From an optimization exercise on the open Yosys and OpenROAD flow, aimed at small area; shortcuts taken in it are not production practice. In this exercise RTL edits were held to simulation tests only and were not proved equivalent to the original. Power figures rest on the tool's default switching activity, not on a simulated workload.

## flow/design.v (module list and top-level ports; edited modules follow where they fit)
// module jt51_sh: 20 lines
// module jt51_timers: 42 lines
// module jt51_timer: 50 lines
// module jt51_lfo_lfsr: 24 lines
// module jt51_lfo: 182 lines
// module jt51_phinc_rom: 1033 lines
// module jt51_pm: 65 lines
// module jt51_pg: 184 lines
// module jt51_eg: 299 lines
// module jt51_phrom: 45 lines
// module jt51_exprom: 45 lines
// module jt51_op: 207 lines
// module jt51_noise_lfsr: 21 lines
// module jt51_noise: 50 lines
// module jt51_exp2lin: 18 lines
// module jt51_lin2exp: 70 lines
// module jt51_acc: 120 lines
// module jt51_kon: 36 lines
// module jt51_mod: 36 lines
// module jt51_csr_op: 72 lines
// module jt51_csr_ch: 46 lines
// module jt51_reg: 199 lines
// module jt51_mmr: 254 lines
// module jt51: 260 lines
module jt51(
    input               rst,     
    input               clk,     
    (* direct_enable *) input cen,     
    (* direct_enable *) input cen_p1,  
    input               cs_n,    
    input               wr_n,    
    input               a0,
    input       [7:0]   din,  
    output      [7:0]   dout,  
    output              ct1,
    output              ct2,
    output              irq_n,   
    output              sample,  
    output  signed  [15:0] left,
    output  signed  [15:0] right,
    output  signed  [15:0] xleft,
    output  signed  [15:0] xright
);
  // ...
==> flow/run.sh <==
#!/bin/bash
# synth_recipe.tcl (not shown) runs the flow's synth.tcl, then flattens the netlist and writes it again
# the make line also repeats each setting of config.mk as NAME=value (left out here)
make -C /OpenROAD-flow-scripts/flow DESIGN_CONFIG=/design/flow/config.mk WORK_HOME=/design/flow/orfs CLKGATE_MAP_FILE= SYNTH_SCRIPT=/design/flow/synth_recipe.tcl finish
==> flow/config.mk <==
export PLATFORM = sky130hd
export DESIGN_NAME = jt51
export DESIGN_NICKNAME = jt51
export VERILOG_FILES = /design/flow/design.v
export SDC_FILE = /design/flow/constraint.sdc
export NUM_CORES = 4
export LEC_CHECK = 0
export CAP_MARGIN = 20
export CORE_MARGIN = 2
export CORE_UTILIZATION = 40
export SLEW_MARGIN = 20
export SYNTH_MEMORY_MAX_BITS = 65536
==> flow/constraint.sdc <==
create_clock -name core_clock -period 12.0 [get_ports {clk}]
set_input_delay 2.4000 -clock core_clock [delete_from_list [all_inputs] [get_ports {clk}]]
set_output_delay 2.4000 -clock core_clock [all_outputs]
set_load 0.01 [all_outputs]
==> run notes, run 1 <==
largest class=registers; Switch Pwr=10.09 mW; met3 usage=0.02564; GR Overflow Total=0; Synth top area share=0.6861; Reg with most FFs=u_mmr.u_reg.u_csr_op.u_reg0op.bits; gp weighted congestion=0.8725; row count=228; Setup Skew=101.5 ps; core area=386000 sq um; Worst R2R Path Depth=35; Crit path max-delay family=compound AO/OA/AOI/OAI gates; Layout Utilization=0.4534; TNS Setup=0 ps; post-cts hold buffer count=0; clk tree area frac=0.07439; mux cell area share after synthesis=0.02425; Post CTS Setup Buffer Count=0; Comb group=6.36 mW; leading area contributor after synthesis=edfxtp_1; Critical Path End Type=register; routed vias=83350; Seq cells=3989; final period utilization=0.8328; sequential cell area share=0.6662; met3 wire length=18140 microns; Critical-path top delay cell=dfrtp_4; outcome=no timing/DRC/antenna violations; post-synthesis xor/xnor area fraction=0.01715; max FFs per register=992; Post-synth ARST share=0.06142; unrepaired setup endpoints after global routing=no; Reg clk slew, reported paths=60 ps; CP Launch Type=register; clk sinks=3989; hpwl dp=200700 microns
==> run 2: changes to the inputs <==
--- a/flow/config.mk
+++ b/flow/config.mk
@@ -9,3 +9,4 @@
 export CORE_MARGIN = 2
-export CORE_UTILIZATION = 40
+export CORE_UTILIZATION = 55
+export CTS_BUF_LIST = sky130_fd_sc_hd__clkbuf_8
 export SLEW_MARGIN = 20
==> run 2 against run 1 <==
Effect of this change:
- clock power is 11% lower
- largest power group unchanged
- cell area is 1.6% lower
- die area is 27% lower
- critical path type unchanged
- fmax is 2.7% lower
- global-route usage is 5.7 points higher
==> run notes, run 2 <==
max FFs per register=992 (unchanged); worst reg2reg path endpoint=u_pg.keycode_II[13]$_DFFE_PP_ (unchanged); GR Overflow Total=0 (unchanged); CP arrival=11160 ps (was 10710 ps); worst setup path startpoint=u_mmr.u_reg.wrapped$_DFFE_PP0P_ (unchanged); final hold vios=0 (unchanged); total track usage=0.2168 (was 0.1602); Final min period=10270 ps (was 9994 ps); max incr delay on CP=680 ps (was 580 ps); # Max-Cap Violations=0 (unchanged); num ports=91 (unchanged); Placed Area=160100 sq um (was 161900 sq um); Syn Std Cell Area=155100 sq um (unchanged); Clock power frac=0.314 (was 0.338); Setup Skew=80.79 ps (was 101.5 ps); Reg power frac=0.506 (was 0.486); Design Area, Final=172200 sq um (was 175000 sq um); Worst R2R Path Depth=36 (was 35); Total Wirelength=316800 microns (was 323400 microns); outcome=no timing/DRC/antenna violations (unchanged); Synth top area share=0.6861 (unchanged); number of flops mapped to enable cells by yosys=3544 (unchanged); Mapped Cells=10070 (unchanged); commonest non-fill, non-tap cell in the layout=edfxtp_1 (unchanged); hpwl dp=194900 microns (was 200700 microns); DRT Pass-1 Iters=6 (was 9); pre-CTS setup slack=1720 ps (was 1945 ps); CP required=12890 ps (was 12710 ps); CTS tree=built (unchanged); leading area contributor after synthesis=edfxtp_1 (unchanged); hold depth=0 (unchanged); Port Buffers=84 (unchanged); reg2reg start=u_mmr.u_reg.wrapped$_DFFE_PP0P_ (unchanged); CTS root buffer=clkbuf_8 (was clkbuf_16); core area=279900 sq um (was 386000 sq um); # DRC=0 (unchanged); worst setup path class=register to register (unchanged); routed vias=84600 (was 83350); ratio of cells with drive above 1 in the final layout=0.1166 (was 0.1022); most common cell in the synthesized netlist=edfxtp_1 (unchanged); Post-synth ARST share=0.06142 (unchanged); Max Transition Viols Final=0 (unchanged); Synth warnings=48 (unchanged); Critical-path top delay cell=dfrtp_4 (unchanged); Nets=10870 (was 10650); clk sinks=3989 (unchanged); pin count of the biggest net entering global routing=222 (was 201); Reg with most FFs=u_mmr.u_reg.u_csr_op.u_reg0op.bits (unchanged); Starting DRT DRC Count=8422 (was 8436); worst slew pin tran=1117 ps (was 1164 ps); # resized after CTS=0 (unchanged); most frequent cells after synthesis=edfxtp_1 (3544), nand2_1 (804), nor2_1 (564) (unchanged); worst hold-check path type=register to register (unchanged); # H-tree levels=6 (was 5); CTS Buf Count=632 (was 399); initial antenna violation count=19 (was 24); cell leakage power=63.28 nW (was 62.70 nW); CP Launch Type=register (unchanged); relative slew slack=0.2490 (was 0.2204); gp weighted congestion=0.8957 (was 0.8725); Final setup violation count=0 (unchanged); post-route ant nets=0 (unchanged); P&R area growth vs syn=11.04% (was 12.83%); Sw Share=0.2910 (was 0.2789); sequential fraction of the synthesis area=0.7517 (unchanged); non-filler cells, final=14700 (was 15760); reg2reg setup slack=1730 ps (was 2010 ps); Achievable Freq=97.36 MHz (was 100.1 MHz); initial cell density of the core=0.5542 (was 0.4019); Layout Utilization=0.6154 (was 0.4534); unrepaired setup endpoints after global routing=no (unchanged); post-cts hold buffer count=0 (unchanged); Most common cell on crit path=ha_1; final period utilization=0.8559 (was 0.8328); total power draw=34.73 mW (was 36.18 mW); post-route setup slack=1729 ps (was 2006 ps); ranking of synthesized cells by area=edfxtp_1 (69%), dfrtp_1 (3.6%), ha_1 (2.6%) (unchanged); Critical Path End Type=register (unchanged); Reg clk slew, reported paths=60 ps (about the same); vias in the first global route=83030 (was 81040); Crit Path Max Fanout=28 (was 29); Hold WS=385.0 ps (was 316.0 ps); Peak VDD IR=0.1634 mV (was 0.2470 mV); TNS Setup=0 ps (unchanged); Primary FF master, synth=edfxtp_1 (unchanged); Worst-Skew Late Latency=1180 ps (was 980 ps); Routed WL per cell=21.55 microns (was 20.52 microns); first-pass GRT wire length=482800 microns (was 493000 microns); commonest non-fill, non-tap cells in the layout=edfxtp_1 (3544), nand2_1 (804), clkbuf_8 (642) (was edfxtp_1 (3544), nand2_1 (804), nor2_1 (564)); drt via density=5.756 (was 5.289); dpl cells=13550 (was 15010); #FFs+latches synth=3989 (unchanged); width of the die=535.1 microns (was 626.7 microns); Power Density=201.6 nW/um^2 (was 206.7 nW/um^2); row count=194 (was 228); Gate power share=0.180 (was 0.176); Cell variety after synth=112 (unchanged); Post CTS Setup Buffer Count=0 (unchanged); top flop regs=u_mmr.u_reg.u_csr_op.u_reg0op.bits: 992 flops, u_pg.u_phsh.bits: 580 flops, u_mmr.u_reg.u_csr_op.u_reg1op.bits: 352 flops (unchanged); hold worst-path end=u_pg.u_phsh.bits[11][6]$_DFFE_PP_ (was u_eg.u_eg1sh.bits[5][13]$_DFFE_PP_); Switch Pwr=10.10 mW (was 10.09 mW); Die Y=535.1 microns (was 626.7 microns); Int Power=24.62 mW (was 26.09 mW); min-delay src=u_pg.u_phsh.bits[11][5]$_DFFE_PP_ (was u_eg.u_eg1sh.bits[5][12]$_DFFE_PP_); mean post-synth cell area=15.40 sq um (unchanged); clock buffer depth=4 (unchanged); Total Die Area=286300 sq um (was 392800 sq um)
## run 2: cell counts after synthesis
No cell type changed its count.
## run 2: worst max-delay path: cells and delay by family, from the launching register on
kind | cells | cell delay [ps]
DFF | 1 | 680
buffers and inverters | 3 | 250
AOI/OAI and AO/OA | 16 | 4130
xor gates and xnor gates | 2 | 280
and+or+nand+nor | 10 | 2630
adders and majority gates | 5 | 2020
## run 2: area by class of cell
cell class | count | area, sq um
Antenna cell | 7 | 17.52
Clock buffer | 642 | 8836
Clock inverter | 500 | 3227
Fill cell | 20770 | 107600
Inverter | 321 | 1212
Multi-Input combinational cell | 5303 | 35720
Sequential cell | 3989 | 116600
Tap cell | 3724 | 4659
Timing Repair Buffer | 211 | 1963
## run 2: logic make-up after synthesis
logic type / after synthesis / synth area share
flops: 3989 / 0.7517
simple gates: 2287 / 0.06885
compound gates: 1999 / 0.08351
buf+inv: 782 / 0.01941
fa+ha+maj: 395 / 0.03515
mux: 317 / 0.02425
xor+xnor: 299 / 0.01715
other cells: 1 / 0.00002418
## run 2: layer usage
metal  global-route usage  wire [microns]
met1               0.3231          147000
met5                    0               0
met4              0.07411            8925
met3              0.04206           19770
met2               0.3221          141100
## run 2: worst max-delay path by stage
stage and endpoint:
4_1_cts u_pg.keycode_II[13]$_DFFE_PP_, 6_report u_pg.keycode_II[13]$_DFFE_PP_, 3_5_place_dp u_pg.keycode_II[13]$_DFFE_PP_, 5_1_grt u_pg.keycode_II[13]$_DFFE_PP_
3_3_place_gp u_pg.keycode_II[13]$_DFFE_PP_, 2_1_floorplan u_pg.keycode_II[13]$_DFFE_PP_
## run 2: power groups by stage
stage / Combinational (mW) / Sequential [mW] / Clock [mW]
after detailed placement: 6.20 / 17.8 / 0
after global routing: 6.90 / 17.7 / 11.9
final: 6.26 / 17.6 / 10.9
after CTS: 6.23 / 17.6 / 11.3
after global placement: 6.12 / 17.8 / 0
after floorplan: 4.42 / 17.4 / 0

re-timing with driven ports:
The results above use ideal ports. As a check the final layouts listed here were re-extracted and re-timed, cells and wires unchanged. Step 1 (the two cells are an assumption about what drives the block):
set clk [get_ports {clk}]
set_driving_cell -lib_cell sky130_fd_sc_hd__clkbuf_16 $clk
set_driving_cell -lib_cell sky130_fd_sc_hd__buf_2 [delete_from_list [all_inputs] $clk]
Step 2 also shifts input and output timing later by t, the mid clock arrival at the registers, as if the neighbouring blocks saw the same clock. a / b / c = ideal / step 1 / step 2; a / b = the first two.
run | t, ns | setup slack, ns | hold WS [ns]
run 1 | 1.031 | 2.006 / 2.006 / 2.006 | 0.316 / 0.316 / 0.316
run 2 | 1.227 | 1.729 / 1.729 / 1.729 | 0.385 / 0.385 / 0.385
After both steps setup and hold are still met in every run listed.
